From an optimization exercise on the open Yosys and OpenROAD flow, aimed at small area, a short achievable clock period and few clock cycles per item; shortcuts taken in it are not production practice.
Function was checked by simulation only, so behaviour that the tests miss may differ from the original.

Design fp_carpma, start of the top module:
module fp_carpma(
    input clk_i, rst_i, en_i,
    input [31:0] x1_i, x2_i,
    output [31:0] sonuc_o,
    output done_o
    );
For scale: roughly 1300 cells after synthesis, about 67 flip-flops, ~100 I/O pins.
export LEC_CHECK = 0
export ABC_AREA = 1
export CAP_MARGIN = 20
export CORE_MARGIN = 2
export CORE_UTILIZATION = 40
export SETUP_SLACK_MARGIN = 4.75
export SLEW_MARGIN = 20
create_clock -name core_clock -period 10.0 [get_ports {clk_i}]
standard.sh (not shown) runs the stock make flow with config.mk's settings and CLKGATE_MAP_FILE= SYNTH_SCRIPT=/design/flow/synth_recipe.tcl, a recipe that flattens the netlist after the stock synthesis.
==> flow/flow/run.sh <==
#!/bin/bash
set -uo pipefail
export BUFFER_PORTS_ARGS="-buffer_cell sky130_fd_sc_hd__buf_1"
export SYNTH_ARGS="-noabc"
bash standard.sh > flow.log 2>&1
Testbench counts at the start, summed over its fixed seeds: cycles 7,192, items 2,400.
Change:
SETUP_SLACK_MARGIN = 5   (was 4.75)
Synthesized area stays the same.
Sequential cell count is unchanged.
Via count rises by 1.3%.
Critical path depth increases by 4.
Wire length grows by 1.5%.
Worst setup slack gains 0.12 ns.
Synthesized cell count is unchanged.
Die area is unchanged.

* * *

fp_carpma, a different RTL version from the one above (not shown whole).
For scale: roughly 1400 cells after synthesis, ~100 I/O pins, about 0.011 mm^2 of cells after synthesis.
==> flow/config.mk <==
export PLATFORM = sky130hd
export DESIGN_NAME = fp_carpma
export DESIGN_NICKNAME = fp_carpma
export VERILOG_FILES = /design/flow/design.v
export SDC_FILE = /design/flow/constraint.sdc
export NUM_CORES = 4
export LEC_CHECK = 0
export ABC_AREA = 1
export CAP_MARGIN = 20
export CORE_MARGIN = 2
export CORE_UTILIZATION = 40
export SETUP_SLACK_MARGIN = 4.5
export SLEW_MARGIN = 20
==> flow/constraint.sdc <==
create_clock -name core_clock -period 10.0 [get_ports {clk_i}]
set_input_delay 2.0000 -clock core_clock [delete_from_list [all_inputs] [get_ports {clk_i}]]
set_output_delay 2.0000 -clock core_clock [all_outputs]
set_load 0.01 [all_outputs]
==> flow/flow/run.sh <==
#!/bin/bash
# The standard layout (the standard.sh, unchanged synthesis and steps), except
# that the port buffers use sky130_fd_sc_hd__buf_4 instead of the cell that
# buffer_ports picks by default (a slow delay buffer), and Yosys maps the
# logic without its early ABC pass (SYNTH_ARGS=-noabc), so that the full adders
# are found in the equations as written.
set -uo pipefail
export BUFFER_PORTS_ARGS="-buffer_cell sky130_fd_sc_hd__buf_4"
export SYNTH_ARGS="-noabc"
bash standard.sh > flow.log 2>&1
The starting point passed the timing, design-rule and antenna checks.
Testbench counts at the start, summed over its fixed seeds: cycles 7,192, items 2,400.
Edit:
==> flow/flow/run.sh (replaced) <==
#!/bin/bash
# The standard layout (the standard.sh, unchanged synthesis and steps), except
# that the port buffers use sky130_fd_sc_hd__buf_4 instead of the cell that
# buffer_ports picks by default (a slow delay buffer).
set -uo pipefail
export BUFFER_PORTS_ARGS="-buffer_cell sky130_fd_sc_hd__buf_4"
bash standard.sh > flow.log 2>&1
Outcome:
- global-route usage shrinks by 1.1 points
- routed wire length climbs by 9.8%
- setup slack loses 26 ps
- synthesized area is higher by 8.5%
- first-iteration DRC count rises by 35%
- register-to-register slack degrades by 140 ps
- count of clock-buffer cells in the layout is unchanged
Edit:
==> flow/flow/run.sh (replaced) <==
#!/bin/bash
set -uo pipefail
export BUFFER_PORTS_ARGS="-buffer_cell sky130_fd_sc_hd__buf_1"
export SYNTH_ARGS="-noabc"
bash standard.sh > flow.log 2>&1
SETUP_SLACK_MARGIN = 4.75   (was 4.5)
The changed run passed the timing, design-rule and antenna checks.
Global-route usage increases by 1.2 points.
Worst setup slack is better by 180 ps.
Fmax grows by 3.5%.
Edit:
==> flow/flow/run.sh (replaced) <==
#!/bin/bash
set -uo pipefail
export BUFFER_PORTS_ARGS="-buffer_cell sky130_fd_sc_hd__buf_2"
export SYNTH_ARGS="-noabc"
bash standard.sh > flow.log 2>&1
SETUP_SLACK_MARGIN = 4.5   (was 4.75)
=> The new run finished clean. Register-to-register slack gets worse by 100 ps. Sequential share of layout area goes up by 0.34 points. Die area does not change. Fmax goes down by a few percent.

* * *

fp_carpma, a different RTL version from the one above (not shown whole).
Size: about 71 flip-flops, ~100 I/O pins, ~11,000 sq um of cells after synthesis.
==> flow/design.v (excerpt) <==
module fp_carpma(
    input clk_i, rst_i, en_i,
    input [31:0] x1_i, x2_i,
    output [31:0] sonuc_o,
    output done_o
    );
Settings: LEC_CHECK=0, CAP_MARGIN=20, CORE_MARGIN=2, CORE_UTILIZATION=40, SETUP_SLACK_MARGIN=5, SLEW_MARGIN=20; clock period 10.0 ns.
==> flow/flow/run.sh <==
#!/bin/bash
set -uo pipefail
export BUFFER_PORTS_ARGS="-buffer_cell sky130_fd_sc_hd__buf_1"
export SYNTH_ARGS="-noabc"
bash standard.sh > flow.log 2>&1
Testbench counts at the start, summed over its fixed seeds: cycles 7,192, items 2,400.
Change:
--- a/flow/config.mk
+++ b/flow/config.mk
@@ -7,0 +8 @@
+export ABC_AREA = 1
@@ -11 +12,2 @@
-export SETUP_SLACK_MARGIN = 5
+export PLACE_DENSITY = 0.8
+export SETUP_SLACK_MARGIN = 4.75
Global-route usage came out lower by 0.20 points.
Via count grows by 15%.
Hold slack improved by 0.078 ns.
Setup slack got worse by 0.089 ns.
Final cell count rose by 20%.
Critical path depth came out higher by 1.
Sequential share of layout area grows by 0.15 points.
Change:
--- a/flow/config.mk
+++ b/flow/config.mk
@@ -12,2 +12 @@
-export PLACE_DENSITY = 0.8
-export SETUP_SLACK_MARGIN = 4.75
+export SETUP_SLACK_MARGIN = 5
After rerunning: Design area rises by 5.0%; area after synthesis is unchanged; sequential share of layout area falls by 0.54 points; register-to-register slack improves by 0.14 ns; utilization rises by 2.3 points; maximum frequency rises by 5.8%; worst hold slack improves by 0.062 ns; die area is unchanged.

* * *

Setup of run 1:
Another version of the RTL of fp_carpma (not shown whole).
Size in the first run: ~1,300 cells after synthesis, ~100 I/O pins, ~11,000 um2 of cells after synthesis.
clock: 10.0 ns
lec_check: 0
abc_area: 1
cap_margin: 20
core_margin: 2
core_utilization: 40
setup_slack_margin: 4.9
slew_margin: 20
Scripts as last shown in full above: flow/flow/run.sh
Run 1: full flow OK, the timing, design-rule and antenna checks passed
Testbench counts of run 1, summed over its fixed seeds: cycles 7,192, items 2,400.
Inputs modified between run 1 and run 2:
Settings: SETUP_SLACK_MARGIN now 4.5, was 4.9.
==> run summary <==
- Taking run 1 as the reference, in run 2 fraction of met1 tracks used by global routing moved down, number of buffers added by the clock tree synthesis step level, cell count after synthesis level.
- Looking only at post-route fraction of the period consumed by the critical path, and setting everything else aside, the higher value of run 1 and run 2 goes to run 2.
- Delta (run 2 minus run 1): total standard cell area after synthesis roughly the same; sequential share of layout area up 0.64 points.
- Summary of run 2 over run 1: met2 wirelength from detailed routing fell by 3.3%; DRC violation total after the first TritonRoute iteration fell by 59; core utilization fell by 2.4 points; routing usage on met2 fell by 1.1 points.
- In the reports for run 1 and run 2, the smaller non-clock buffer count belongs to run 2.
Inputs modified between run 2 and run 3:
Settings: SETUP_SLACK_MARGIN now 4.75, was 4.5.
Findings:
- The largest fanout on the critical path of run 3 falls short of that of run 2 by 7.
- Measured against each other, run 2 and run 3 differ in final layout net count, the lower figure coming from run 2.
- Startpoint of the most critical setup path: x2_i[5] -> run 3, x2_i[3] -> run 2
- Comparing run 2 and run 3, flip-flop and latch share of the layout cell area is higher on run 2.
- Between run 2 and run 3, the part of the cycle the worst path needs is lower for run 3.
- Global-route wire length before repair went up slightly going from run 2 to run 3.
- Final standard cell area without fillers (higher): run 3
- Of run 2 and run 3, the run reporting the lower final instance count without filler cells was run 2.
- Going from run 2 to run 3, met1 routing resource usage after global routing picked up an extra 0.20 points; layout overhead on the synthesized area picked up an extra 3.4 points; final critical delay including setup and external delays lost 0.20 ns.
Relative to run 3, the following input files were edited for run 4:
Settings: changing SETUP_SLACK_MARGIN from 4.75 to 5.
## What came out
- Run 4 against run 3: utilization grew by 2.6 points, per-cell routed wire length shows an increase of about 0.5%.
- Run 4 finished every step from synthesis to the final layout, and the layout passed the timing, design-rule and antenna checks.
- Delta(number of global-route vias before repair, run 4 - run 3) > 0
- [compare] base=run 3 new=run 4: global-route met1 utilization grew by 0.78 points, wire length now larger, sequential share of cell area has decreased, final antenna diode count roughly the same, die footprint stayed essentially flat.
- Per the comparison of run 4 with run 3, worst setup slack up 0.25 ns.
- Going from run 3 to run 4, the global-route met3 utilization was found to have gone up by 0.16 points.

* * *

fp_carpma with an RTL version that a note above also has.
Size: ~1,400 cells after synthesis, ~71 flip-flops, about 100 I/O pins.
Settings: LEC_CHECK=0, ABC_AREA=1, CAP_MARGIN=20, CORE_MARGIN=2, CORE_UTILIZATION=40, SETUP_SLACK_MARGIN=4.5, SLEW_MARGIN=20; clock period 10.0 ns.
Scripts as last shown in full above: flow/flow/run.sh
Testbench counts at the start, summed over its fixed seeds: cycles 7,192, items 2,400.
Then changed:
==> flow/flow/run.sh (replaced) <==
#!/bin/bash
# The standard layout (the standard.sh, unchanged synthesis and steps), except
# that the port buffers use sky130_fd_sc_hd__buf_4 instead of the cell that
# buffer_ports picks by default (a slow delay buffer).
set -uo pipefail
export BUFFER_PORTS_ARGS="-buffer_cell sky130_fd_sc_hd__buf_4"
bash standard.sh > flow.log 2>&1
Settings changed: SETUP_SLACK_MARGIN 4.5 to 4.
What happened: Critical path depth climbs by 1. Final cell count is higher by 14%. Worst setup slack loses 0.51 ns. Via count rose by 6.8%. Routed wire length increases by 4.4%. Utilization drops by 0.62 points. Design area is higher by 7.7%.
Then changed:
==> flow/run.sh (new file) <==
#!/bin/bash
# synth_recipe.tcl (not shown) runs the flow's synth.tcl, then flattens the netlist and writes it again
# the make line also repeats each setting of config.mk as NAME=value (left out here)
make -C /OpenROAD-flow-scripts/flow DESIGN_CONFIG=/design/flow/config.mk WORK_HOME=/design/flow/orfs CLKGATE_MAP_FILE= SYNTH_SCRIPT=/design/flow/synth_recipe.tcl finish
removed: flow/flow/run.sh
removed: flow/standard.sh
The changed run finished clean. Wire length grows by about 6%. Core utilization grows by 1.9 points. Via count grows by about 1.1%. Sequential share of layout area shrinks by 0.43 points. Cell count grows by 0.59%. Worst setup slack is better by 0.028 ns. Die area stays the same.
Then changed:
==> flow/flow/run.sh (new file) <==
#!/bin/bash
set -uo pipefail
export BUFFER_PORTS_ARGS="-buffer_cell sky130_fd_sc_hd__buf_1"
export SYNTH_ARGS="-noabc"
bash standard.sh > flow.log 2>&1
==> flow/standard.sh (new file) <==
#!/bin/bash
# synth_recipe.tcl (not shown) runs the flow's synth.tcl, then flattens the netlist and writes it again
# the make line also repeats each setting of config.mk as NAME=value (left out here)
make -C /OpenROAD-flow-scripts/flow DESIGN_CONFIG=/design/flow/config.mk WORK_HOME=/design/flow/orfs CLKGATE_MAP_FILE= SYNTH_SCRIPT=/design/flow/synth_recipe.tcl "${@:-finish}"
Settings changed: SETUP_SLACK_MARGIN 4 to 4.25.
removed: flow/run.sh
Result: Critical path depth shrinks by 2. First-iteration DRC count decreases by about a fifth. Global-route usage came out lower by 0.31 points. Non-clock buffer count fell by 12.
Then changed:
==> flow/flow/run.sh (replaced) <==
#!/bin/bash
# The standard layout (the standard.sh, unchanged synthesis and steps), except
# that the port buffers use sky130_fd_sc_hd__buf_4 instead of the cell that
# buffer_ports picks by default (a slow delay buffer).
set -uo pipefail
export BUFFER_PORTS_ARGS="-buffer_cell sky130_fd_sc_hd__buf_4"
bash standard.sh > flow.log 2>&1
Settings changed: SETUP_SLACK_MARGIN 4.25 to 5.
Result: The new run finished with timing, DRC and antenna clean; wire length rises by a quarter to a third; via count rises by about a fifth; worst hold slack gets worse by 0.013 ns; utilization rises by 7.0 points.

* * *

RTL: one of the versions met above, not the one the previous note started from.
For scale: about 1400 cells after synthesis, ~71 flip-flops, ~0.011 mm2 of cells after synthesis.
clock: 10.0 ns
lec_check: 0
abc_area: 1
cap_margin: 20
core_margin: 2
core_utilization: 40
setup_slack_margin: 4.85
slew_margin: 20
==> flow/flow/run.sh <==
#!/bin/bash
set -uo pipefail
export BUFFER_PORTS_ARGS="-buffer_cell sky130_fd_sc_hd__buf_1"
export SYNTH_ARGS="-noabc"
bash standard.sh > flow.log 2>&1
The first run passed the timing, design-rule and antenna checks.
Testbench counts at the start, summed over its fixed seeds: cycles 7,192, items 2,400.
Next try:
--- a/flow/config.mk
+++ b/flow/config.mk
@@ -11,3 +11,5 @@
 export CORE_UTILIZATION = 40
-export SETUP_SLACK_MARGIN = 4.85
+export CTS_CLUSTER_DIAMETER = 80
+export CTS_CLUSTER_SIZE = 40
+export SETUP_SLACK_MARGIN = 4.75
 export SLEW_MARGIN = 20
What happened: Count of clock-buffer cells in the layout is unchanged. Routed wire length is lower slightly. Via count falls slightly. Core utilization falls by 0.56 points. Worst setup slack gets worse by 0.050 ns. Cell area went down slightly. Non-clock buffer count drops by 1. Synthesized area is unchanged. Worst hold slack stays flat. Clock skew stays flat.
Next try:
--- a/flow/config.mk
+++ b/flow/config.mk
@@ -8,8 +8,6 @@
 export ABC_AREA = 1
-export CAP_MARGIN = 20
+export CAP_MARGIN = 0
 export CORE_MARGIN = 2
 export CORE_UTILIZATION = 40
-export CTS_CLUSTER_DIAMETER = 80
-export CTS_CLUSTER_SIZE = 40
 export SETUP_SLACK_MARGIN = 4.75
-export SLEW_MARGIN = 20
+export SLEW_MARGIN = 0
After rerunning: Routed wire length is unchanged. Via count is unchanged. Worst setup slack stays the same.
Next try:
--- a/flow/config.mk
+++ b/flow/config.mk
@@ -7,4 +7,3 @@
 export LEC_CHECK = 0
-export ABC_AREA = 1
-export CAP_MARGIN = 0
+export CAP_MARGIN = 20
 export CORE_MARGIN = 2
@@ -12,2 +11,2 @@
 export SETUP_SLACK_MARGIN = 4.75
-export SLEW_MARGIN = 0
+export SLEW_MARGIN = 20
Via count decreases by a little under a tenth.
Area after synthesis decreases by a few percent.
Register-to-register slack gets worse by 0.04 ns.
Next try:
--- a/flow/config.mk
+++ b/flow/config.mk
@@ -7,2 +7,3 @@
 export LEC_CHECK = 0
+export ABC_AREA = 1
 export CAP_MARGIN = 20
Outcome:
- The changed run completed with no timing, DRC or antenna violations
- flip-flop and latch count is unchanged
- worst setup slack is better by 0.16 ns
- critical path depth does not change
- synthesized cell count increases by 25%
- maximum frequency rises by about 3%
- worst hold slack gains 0.11 ns
- synthesized area climbs by about 5%
- core utilization is lower by 2.0 points

* * *

fp_carpma, a different RTL version from the one above (not shown whole).
Size: ~940 cells after synthesis, ~63 flip-flops, ~100 I/O pins, roughly 8600 sq um of cells after synthesis.
export LEC_CHECK = 0
export ABC_CLOCK_PERIOD_IN_PS = 4000
export CAP_MARGIN = 20
export CORE_MARGIN = 2
export CORE_UTILIZATION = 40
export SETUP_SLACK_MARGIN = 5
export SLEW_MARGIN = 20
create_clock -name core_clock -period 10.0 [get_ports {clk_i}]
run.sh (not shown) runs the stock make flow with config.mk's settings and CLKGATE_MAP_FILE= SYNTH_SCRIPT=/design/flow/synth_recipe.tcl, a recipe that flattens the netlist after the stock synthesis.
Stock flow here: none of the scripts above is used.
Testbench counts at the start, summed over its fixed seeds: cycles 11,992, items 2,400.
Rerun with:
ABC_CLOCK_PERIOD_IN_PS = not set   (was 4000)
=> Hold slack does not change; routed wire length stays the same; utilization is unchanged; count of clock-buffer cells in the layout is unchanged; area after synthesis stays the same; register-to-register slack barely changes.

## separate check: timing with driven ports
Ports are ideal in the flow. The routed layouts listed here were re-timed in OpenROAD.
Step 1 sets driving cells, clkbuf_16 on the clock port and buf_2 on the other inputs (assumed; they add their load-dependent delay and slew).
Step 2, shift: input delay + t, output delay - t, t = (earliest + latest rising clock arrival at the registers) / 2. This alone moves slack from input paths to output paths.
Slacks: ideal / step 1 / step 2; pairs: ideal / step 1.
| run | t (ns) | setup WS [ns] | pins driven straight from the clock port |
|---|---|---|---|
| the first run of note 1 | 0.388 | 4.872 / 4.896 / 4.508 | 1 |
| the second run of note 1 | 0.397 | 4.989 / 4.996 / 4.600 | 1 |
| the first run of note 2 | 0.393 | 4.586 / 4.604 / 4.211 | 1 |
| the second run of note 2 | 0.379 | 4.560 / 4.573 / 4.194 | 1 |
| the third run of note 2 | 0.386 | 4.742 / 4.745 / 4.359 | 1 |
| the fourth run of note 2 | 0.389 | 4.603 / 4.605 / 4.216 | 1 |
| the first run of note 3 | 0.398 | 4.767 / 4.721 / 4.692 | 1 |
| the second run of note 3 | 0.379 | 4.678 / 4.697 / 4.318 | 1 |
| the third run of note 3 | 0.384 | 4.968 / 4.990 / 4.606 | 1 |
| run 1 | 0.403 | 4.941 / 4.966 / 4.562 | 1 |
| run 2 | 0.400 | 4.599 / 4.617 / 4.217 | 1 |
| run 3 | 0.402 | 4.800 / 4.817 / 4.416 | 1 |
| run 4 | 0.397 | 5.049 / 5.069 / 4.673 | 1 |
| the first run of note 5 | 0.388 | 4.621 / 4.645 / 4.257 | 1 |
| the second run of note 5 | 0.376 | 4.108 / 4.121 / 3.746 | 1 |
| the third run of note 5 | 0.382 | 4.136 / 4.151 / 3.769 | 1 |
| the fourth run of note 5 | 0.384 | 4.429 / 4.448 / 4.064 | 1 |
| the fifth run of note 5 | 0.388 | 4.779 / 4.784 / 4.396 | 1 |
| the first run of note 6 | 0.385 | 4.924 / 4.949 / 4.564 | 1 |
| the second run of note 6 | 0.380 | 4.874 / 4.888 / 4.508 | 1 |
| the third run of note 6 | 0.380 | 4.874 / 4.888 / 4.508 | 1 |
| the fourth run of note 6 | 0.394 | 4.711 / 4.663 / 4.557 | 1 |
| the fifth run of note 6 | 0.380 | 4.874 / 4.888 / 4.508 | 1 |
| the first run of note 7 | 0.387 | 4.804 / 4.762 / 4.601 | 1 |
| the second run of note 7 | 0.387 | 4.804 / 4.762 / 4.601 | 1 |
After both steps every run listed still meets setup and hold. The setup slack of the second run of note 1, which loses most, moves by +0.007 ns with the drivers and by -0.389 ns with both steps.
